This design comes from an exercise in tuning for small area, a short achievable clock period and few clock cycles on the open sky130 flow, not from production work.
Function was checked by simulation only, so behaviour that the tests miss may differ from the original.
Power and IR drop assume default switching activity.

==> flow/design.v <==
module accumulator (
    input wire clk,            
    input wire rst,            
    input wire ld_ac,          
    input wire [7:0] data_in,  
    output reg [7:0] acc_out   
);
    always @(posedge clk or posedge rst) begin
        if (rst)
            acc_out <= 8'h00;
        else if (ld_ac)
            acc_out <= data_in;
    end
endmodule
module address_mux (
    input wire dbg,
    input wire [4:0] pc,
    input wire [4:0] dbg_addr,
    output wire [4:0] faddr
);
    assign faddr = dbg ? dbg_addr : pc;
endmodule
module alu (
    input wire [7:0] in_a,        
    input wire [7:0] in_b,        
    input wire [2:0] opcode,
    output reg [7:0] alu_out
);
    always @(*) begin
        case (opcode)
            3'd2: alu_out = in_a + in_b;    
            3'd3: alu_out = in_a & in_b;    
            3'd4: alu_out = in_a ^ in_b;    
            default: alu_out = in_b;        
        endcase
    end
endmodule
module controller (
    input wire clk,
    input wire rst,
    input wire [2:0] opcode,       
    input wire [4:0] operand,
    input wire [7:0] acc_next,
    input wire [7:0] acc,
    input wire [4:0] pc,
    input wire [4:0] sto_addr,     
    output reg [2:0] eop,          
    output reg halt,               
    output wire load0,             
    output wire ld_ac,             
    output wire wr,                
    output wire is_jmp,            
    output wire dbg_sel,           
    output wire fwd_r,             
    output wire fwd_e,             
    output wire fwd_o,             
    output wire r_sto              
);
    localparam [2:0]
        HLT = 3'd0, SKZ = 3'd1, ADD = 3'd2, AND = 3'd3,
        XOR = 3'd4, LDA = 3'd5, STO = 3'd6, NOP = 3'd7;
    reg run, ld, accz;
    reg e_ld, e_sto, e_skz;
    wire valid = run | ld;
    assign load0 = rst | ~valid;
    assign ld_ac = e_ld;
    assign wr    = e_sto;
    wire   annul = e_skz & accz;                  
    wire   r_ok  = valid & ~annul & ~halt;        
    assign is_jmp  = r_ok & (opcode == NOP);
    assign r_sto   = r_ok & (opcode == STO);
    assign dbg_sel = halt;
    assign fwd_r = r_sto & (pc == operand);
    assign fwd_e = wr & (pc == sto_addr);
    assign fwd_o = wr & (operand == sto_addr);
    always @(posedge clk or posedge rst) begin
        if (rst) begin
            run   <= 1'b0;
            halt  <= 1'b0;
            e_ld  <= 1'b0;
            e_sto <= 1'b0;
            e_skz <= 1'b0;
        end else begin
            run   <= 1'b1;
            if (!halt) begin
                halt  <= r_ok & (opcode == HLT);
                e_ld  <= r_ok & (opcode == ADD || opcode == AND ||
                                 opcode == XOR || opcode == LDA);
                e_sto <= r_ok & (opcode == STO);
                e_skz <= r_ok & (opcode == SKZ);
            end
        end
    end
    always @(posedge clk) begin
        ld   <= load0;
        accz <= load0 | (acc_next == 8'h00);
        eop <= opcode;
    end
endmodule
module instruction_reg (
    input wire clk,
    input wire load0,
    input wire prog_fwd,         
    input wire [7:0] prog_data,
    input wire [7:0] mem0,
    input wire fwd_r,
    input wire [7:0] acc_next,
    input wire fwd_e,
    input wire [7:0] acc,
    input wire [7:0] fdata,
    input wire jmp,              
    input wire r_sto,
    input wire fwd_o,
    input wire [7:0] odata,
    output reg [7:0] ir,
    output reg [7:0] opr
);
    wire s_load = load0;
    wire s_acc  = ~load0 & (jmp ? fwd_o : (fwd_r | fwd_e));
    wire s_odat = ~load0 & jmp & ~fwd_o;
    wire s_fdat = ~load0 & ~jmp & ~fwd_r & ~fwd_e;
    wire [7:0] ldata = prog_fwd ? prog_data : mem0;
    always @(posedge clk)
        ir <= ({8{s_load}} & ldata) | ({8{s_acc}} & acc_next) |
              ({8{s_odat}} & odata) | ({8{s_fdat}} & fdata);
    wire o_acc = ~r_sto & fwd_o;
    wire o_dat = ~r_sto & ~fwd_o;
    always @(posedge clk)
        opr <= ({8{r_sto}} & {3'b000, ir[4:0]}) | ({8{o_acc}} & acc) |
               ({8{o_dat}} & odata);
endmodule
module memory (
    input wire clk,
    input wire wr,
    input wire [4:0] waddr,
    input wire [7:0] wdata,
    input wire prog_we,
    input wire [4:0] prog_addr,
    input wire [7:0] prog_data,
    input wire [4:0] faddr,
    output wire [7:0] fdata,
    input wire [4:0] oaddr,
    output wire [7:0] odata,
    output wire [7:0] mem0
);
    reg [7:0] mem [0:31];
    always @(posedge clk) begin
        if (prog_we)
            mem[prog_addr] <= prog_data;
        else if (wr)
            mem[waddr] <= wdata;
    end
    assign fdata = mem[faddr];
    assign odata = mem[oaddr];
    assign mem0  = mem[0];
endmodule
module program_counter (
    input wire clk,
    input wire load0,           
    input wire jmp,
    input wire [4:0] operand,   
    output reg [4:0] pc         
);
    always @(posedge clk) begin
        if (load0)
            pc <= 5'd1;
        else
            pc <= (jmp ? operand : pc) + 5'd1;
    end
endmodule
module cpu_top (
    input wire clk,           
    input wire rst,           
    input wire prog_we,       
    input wire [4:0] prog_addr,  
    input wire [7:0] prog_data,  
    input wire [4:0] dbg_addr,   
    output wire halt,         
    output wire [7:0] accum,  
    output wire [7:0] dbg_data   
);
    wire [7:0] ir;            
    wire [4:0] pc;            
    wire [7:0] acc, acc_next, opr;
    wire [2:0] eop;           
    wire [2:0] opcode  = ir[7:5];
    wire [4:0] operand = ir[4:0];
    wire load0, ld_ac, wr, is_jmp, dbg_sel;
    wire fwd_r, fwd_e, fwd_o, r_sto;
    wire [4:0] faddr;
    wire [7:0] fdata, odata, mem0, alu_out;
    controller ctrl (
        .clk(clk), .rst(rst), .opcode(opcode), .operand(operand),
        .acc_next(acc_next), .acc(acc), .pc(pc), .sto_addr(opr[4:0]),
        .eop(eop), .halt(halt), .load0(load0), .ld_ac(ld_ac),
        .wr(wr), .is_jmp(is_jmp), .dbg_sel(dbg_sel),
        .fwd_r(fwd_r), .fwd_e(fwd_e), .fwd_o(fwd_o), .r_sto(r_sto)
    );
    address_mux amux (
        .dbg(dbg_sel), .pc(pc), .dbg_addr(dbg_addr), .faddr(faddr)
    );
    program_counter pcr (
        .clk(clk), .load0(load0), .jmp(is_jmp), .operand(operand),
        .pc(pc)
    );
    memory mem (
        .clk(clk), .wr(wr), .waddr(opr[4:0]), .wdata(acc),
        .prog_we(prog_we), .prog_addr(prog_addr), .prog_data(prog_data),
        .faddr(faddr), .fdata(fdata), .oaddr(operand), .odata(odata),
        .mem0(mem0)
    );
    instruction_reg irr (
        .clk(clk), .load0(load0), .prog_fwd(prog_we && prog_addr == 5'd0),
        .prog_data(prog_data), .mem0(mem0),
        .fwd_r(fwd_r), .acc_next(acc_next), .fwd_e(fwd_e), .acc(acc),
        .fdata(fdata), .jmp(is_jmp), .r_sto(r_sto), .fwd_o(fwd_o), .odata(odata),
        .ir(ir), .opr(opr)
    );
    alu alu_inst (
        .in_a(acc), .in_b(opr), .opcode(eop), .alu_out(alu_out)
    );
    assign acc_next = ld_ac ? alu_out : acc;
    accumulator accr (
        .clk(clk), .rst(rst), .ld_ac(ld_ac), .data_in(alu_out), .acc_out(acc)
    );
    assign accum = acc;
    reg [7:0] dbg_q;
    always @(posedge clk)
        dbg_q <= fdata;
    assign dbg_data = dbg_q;
endmodule
export LEC_CHECK = 0
export ABC_CLOCK_PERIOD_IN_PS = 2000
export CAP_MARGIN = 10
export CORE_MARGIN = 2
export CORE_UTILIZATION = 40
export CTS_CLUSTER_DIAMETER = 100
export CTS_CLUSTER_SIZE = 24
export SETUP_SLACK_MARGIN = 2.5
export SLEW_MARGIN = 10
create_clock -name core_clock -period 5.0 [get_ports {clk}]
standard.sh (not shown) runs the stock make flow with config.mk's settings and CLKGATE_MAP_FILE= SYNTH_SCRIPT=/design/flow/synth_recipe.tcl, a recipe that flattens the netlist after the stock synthesis.
==> flow/flow/run.sh <==
#!/bin/bash
# Standard layout, with plain buffers (buf_2) instead of delay cells on the ports.
set -euo pipefail
export BUFFER_PORTS_ARGS="-buffer_cell sky130_fd_sc_hd__buf_2"
bash standard.sh > standard.log 2>&1
The baseline finished but failed the layout checks on max-capacitance violations, max-slew violations.
Testbench counts at the start, summed over its fixed seeds: cycles 33,875.
Change:
Settings changed: CAP_MARGIN 10 to 20, PLACE_DENSITY set to 0.8, SLEW_MARGIN 10 to 20.
Outcome: Now the flow passed the timing, DRC and antenna checks. Routed wire length climbs by 1.7%. Via count increases by 3.3%. Sequential share of layout area hardly moves. Final cell count fell by 0.65%. Global-route usage rose by 0.74 points. Total power barely changes. Count of clock-buffer cells in the layout came out higher by 1. Setup slack is worse by 11 ps. Cell area stays flat.

re-timing with driven ports:
Ports are ideal in the flow. The routed layouts listed here were re-timed in OpenROAD.
Step 1 sets driving cells, clkbuf_16 on the clock port and buf_2 on the other inputs (assumed; they add their load-dependent delay and slew).
Step 2 also shifts input and output timing later by t, the mid clock arrival at the registers, as if the neighbouring blocks saw the same clock.
a / b / c = no drivers / after step 1 / after step 2; a / b = the first two.
| run | shift t [ns] | slack for setup (ns) | worst register clock-pin slew, ns |
|---|---|---|---|
| the first run | 0.571 | 2.302 / 2.317 / 1.758 | 0.11 / 0.11 |
| the second run | 0.569 | 2.291 / 2.291 / 1.819 | 0.10 / 0.10 |
For the first run, which loses most, drivers alone change the setup slack by +0.015 ns; drivers and shift together by -0.544 ns.
